From an optimization exercise on the open Yosys and OpenROAD flow, aimed at small area, a short achievable clock period and few clock cycles per item; shortcuts taken in it are not production practice. In this exercise RTL edits were held to simulation tests only and were not proved equivalent to the original. Power and IR drop assume default switching activity.

lane 1:
// complex_multiplier
module complex_multiplier #(
    parameter INT_WIDTH = 8,
    parameter FRAC_WIDTH = 8
) (
    input wire clk,
    input wire rst,
    input wire signed [INT_WIDTH+FRAC_WIDTH-1:0] a_real,
    input wire signed [INT_WIDTH+FRAC_WIDTH-1:0] a_imag,
    input wire signed [INT_WIDTH+FRAC_WIDTH-1:0] b_real,
    input wire signed [INT_WIDTH+FRAC_WIDTH-1:0] b_imag,
    output wire signed [INT_WIDTH+FRAC_WIDTH-1:0] out_real,
    output wire signed [INT_WIDTH+FRAC_WIDTH-1:0] out_imag,
    input wire start,
    output reg done
);
  wire onen1, twon1;
  cm_enc0 u1 (.y2(b_real[1]), .y1(b_real[0]), .onen(onen1), .twon(twon1));
  wire onen2, twon2;
  cm_enc u2 (.y2(b_real[3]), .y1(b_real[2]), .y0(b_real[1]), .onen(onen2), .twon(twon2));
  wire onen3, twon3;
  cm_enc u3 (.y2(b_real[5]), .y1(b_real[4]), .y0(b_real[3]), .onen(onen3), .twon(twon3));
  wire onen4, twon4;
  cm_enc u4 (.y2(b_real[7]), .y1(b_real[6]), .y0(b_real[5]), .onen(onen4), .twon(twon4));
  wire onen5, twon5;
  cm_enc u5 (.y2(b_real[9]), .y1(b_real[8]), .y0(b_real[7]), .onen(onen5), .twon(twon5));
  wire onen6, twon6;
  cm_enc u6 (.y2(b_real[11]), .y1(b_real[10]), .y0(b_real[9]), .onen(onen6), .twon(twon6));
  wire onen7, twon7;
  cm_enc u7 (.y2(b_real[13]), .y1(b_real[12]), .y0(b_real[11]), .onen(onen7), .twon(twon7));
  wire onen8, twon8;
  cm_enc u8 (.y2(b_real[15]), .y1(b_real[14]), .y0(b_real[13]), .onen(onen8), .twon(twon8));
  wire onen9, twon9;
  cm_enc0 u9 (.y2(b_imag[1]), .y1(b_imag[0]), .onen(onen9), .twon(twon9));
  wire onen10, twon10;
  cm_enc u10 (.y2(b_imag[3]), .y1(b_imag[2]), .y0(b_imag[1]), .onen(onen10), .twon(twon10));
  wire onen11, twon11;
  ...
Size in the first run: ~1,800 cells after synthesis, about 97 flip-flops, roughly 100 I/O pins, about 0.020 sq mm of cells after synthesis.
Settings: LEC_CHECK=0, CAP_MARGIN=20, CORE_MARGIN=2, CORE_UTILIZATION=40, CTS_BUF_LIST=sky130_fd_sc_hd__clkbuf_4 sky130_fd_sc_hd__clkbuf_8, CTS_CLUSTER_SIZE=30, SETUP_SLACK_MARGIN=4.7, SLEW_MARGIN=20, SYNTH_HIERARCHICAL=1, SYNTH_MINIMUM_KEEP_SIZE=0; clock period 10.0 ns.
standard.sh (not shown) runs the stock make flow with config.mk's settings and CLKGATE_MAP_FILE= SYNTH_SCRIPT=/design/flow/synth_recipe.tcl, a recipe that flattens the netlist after the stock synthesis.
==> flow/flow/run.sh <==
#!/bin/bash
# The standard layout (the standard.sh, standard synthesis unchanged), with two
# placement/resizer settings changed: the input and output ports get a plain buffer
# (buf_4) instead of the resizer's default pick, and the resizer may swap a cell for one
# of another footprint when it repairs timing.
set -euo pipefail
bash standard.sh BUFFER_PORTS_ARGS="-buffer_cell sky130_fd_sc_hd__buf_4" MATCH_CELL_FOOTPRINT=0 finish > layout.log 2>&1
Testbench counts of lane 1, summed over its fixed seeds: cycles 4,000, items 4,000.
[inputs] lane 2 vs lane 1
diff --git a/flow/config.mk b/flow/config.mk
--- a/flow/config.mk
+++ b/flow/config.mk
@@ -12,3 +12,5 @@
 export CTS_CLUSTER_SIZE = 30
-export SETUP_SLACK_MARGIN = 4.7
+export GPL_ROUTABILITY_DRIVEN = 0
+export PLACE_DENSITY = 0.7
+export SETUP_SLACK_MARGIN = 4.8
 export SLEW_MARGIN = 20
==> run summary <==
Lane 2 | stages: all done | timing, DRC, antenna: all pass
Lane 1 vs lane 2, startpoint of the most critical setup path: b_real[13] vs b_real[1]
Clock group total power in lane 2 is 13% higher than in lane 1
Comparing maximum VDD drop for lane 1 and lane 2, the smaller number came from lane 2.
| sequential share of layout area | lane 1 vs lane 2 | ≈ equal |
Modified inputs, lane 3 compared to lane 2
diff --git a/flow/config.mk b/flow/config.mk
--- a/flow/config.mk
+++ b/flow/config.mk
@@ -12,5 +12,3 @@
 export CTS_CLUSTER_SIZE = 30
-export GPL_ROUTABILITY_DRIVEN = 0
-export PLACE_DENSITY = 0.7
-export SETUP_SLACK_MARGIN = 4.8
+export SETUP_SLACK_MARGIN = 4.9
 export SLEW_MARGIN = 20
- Lane 3 did not stop at any stage, and its layout met the timing, design-rule and antenna checks.
- Maximum fanout count along the critical path in lane 3 vs lane 2: down 27
- Looking at beginning of the critical path, the b_real[1] result is from lane 2; the b_imag[11] one comes from lane 3.
- In lane 3, total global-route track usage is higher than in lane 2.
- Lane 3 vs lane 2 — routed metal-1 wire length rose 10%.
[inputs] lane 4 vs lane 3
diff --git a/flow/config.mk b/flow/config.mk
--- a/flow/config.mk
+++ b/flow/config.mk
@@ -10,5 +10,6 @@
 export CORE_UTILIZATION = 40
-export CTS_BUF_LIST = sky130_fd_sc_hd__clkbuf_4 sky130_fd_sc_hd__clkbuf_8
-export CTS_CLUSTER_SIZE = 30
-export SETUP_SLACK_MARGIN = 4.9
+export CTS_BUF_LIST = sky130_fd_sc_hd__clkbuf_8
+export CTS_CLUSTER_DIAMETER = 100
+export CTS_CLUSTER_SIZE = 50
+export SETUP_SLACK_MARGIN = 4.8
 export SLEW_MARGIN = 20
Findings:
Summary: with lane 3 as the reference, clock power in lane 4 moved up by a few percent. Between lane 3 and lane 4, the difference in core area is negligible. Cmp lane 3 and lane 4 / share of the core filled with cells in the final layout / higher: lane 3. Across both runs, largest driver fanout on the critical path was higher for lane 4 than for lane 3. Taking lane 3 as the reference point, the share of total power in combinational logic of lane 4 falls by 0.4 points. Lane 4 against lane 3; final cell count is down slightly.
Changes in lane 5 relative to lane 4:
diff --git a/flow/config.mk b/flow/config.mk
--- a/flow/config.mk
+++ b/flow/config.mk
@@ -10,6 +10,5 @@
 export CORE_UTILIZATION = 40
-export CTS_BUF_LIST = sky130_fd_sc_hd__clkbuf_8
-export CTS_CLUSTER_DIAMETER = 100
-export CTS_CLUSTER_SIZE = 50
-export SETUP_SLACK_MARGIN = 4.8
+export CTS_BUF_LIST = sky130_fd_sc_hd__clkbuf_4 sky130_fd_sc_hd__clkbuf_8
+export CTS_CLUSTER_SIZE = 30
+export SETUP_SLACK_MARGIN = 4.85
 export SLEW_MARGIN = 20
Results
Lane 5 completed end to end with timing, DRC and antenna clean. Summary — final critical-path share of the clock period, lane 5 relative to lane 4: lower, by 0.71 points. Lane 5 vs lane 4: non-clock buffer count up by a few percent. Compared with lane 4, in lane 5 non-filler instance count after layout rose by 8; power now sits at about the same level. Lane 5 and lane 4 ended up with nearly the same half-perimeter wire length after placement. The origin of the worst setup path comes out b_real[7] in one run and b_real[11] in the other, namely in lane 4 and lane 5 respectively. Lane 4 tops out at a lower clock frequency than lane 5. Changes observed in lane 5 relative to lane 4: leakage dissipation increased by 0.69% relative to the old numbers; routability-driven placement congestion ratio has decreased.

-- afterwards: timing with drivers on the ports --
The flow's constraints put no driver on any port. The routed layouts listed below were extracted and timed again, unchanged, in two steps.
Step 1 sets driving cells, clkbuf_16 on the clock port and buf_2 on the other inputs (assumed; they add their load-dependent delay and slew).
Step 2 times the ports against the registers' clock, not the clock port: input delays grow and output delays shrink by t, the midpoint of the rising clock arrivals with the driver on.
Three values: no drivers, after step 1, after step 2; two values: the first two.
run | t (ns) | setup slack, ns | pins driven straight from the clock port
lane 1 | 0.481 | 4.748 / 4.744 / 4.263 | 1
lane 2 | 0.469 | 4.805 / 4.787 / 4.318 | 1
lane 3 | 0.493 | 4.887 / 4.761 / 4.267 | 1
lane 4 | 0.478 | 4.829 / 4.772 / 4.294 | 1
lane 5 | 0.485 | 4.899 / 4.823 / 4.338 | 1
After both steps setup and hold are still met in every run listed. For lane 3, which loses most, drivers alone change the setup slack by -0.126 ns; drivers and shift together by -0.620 ns.
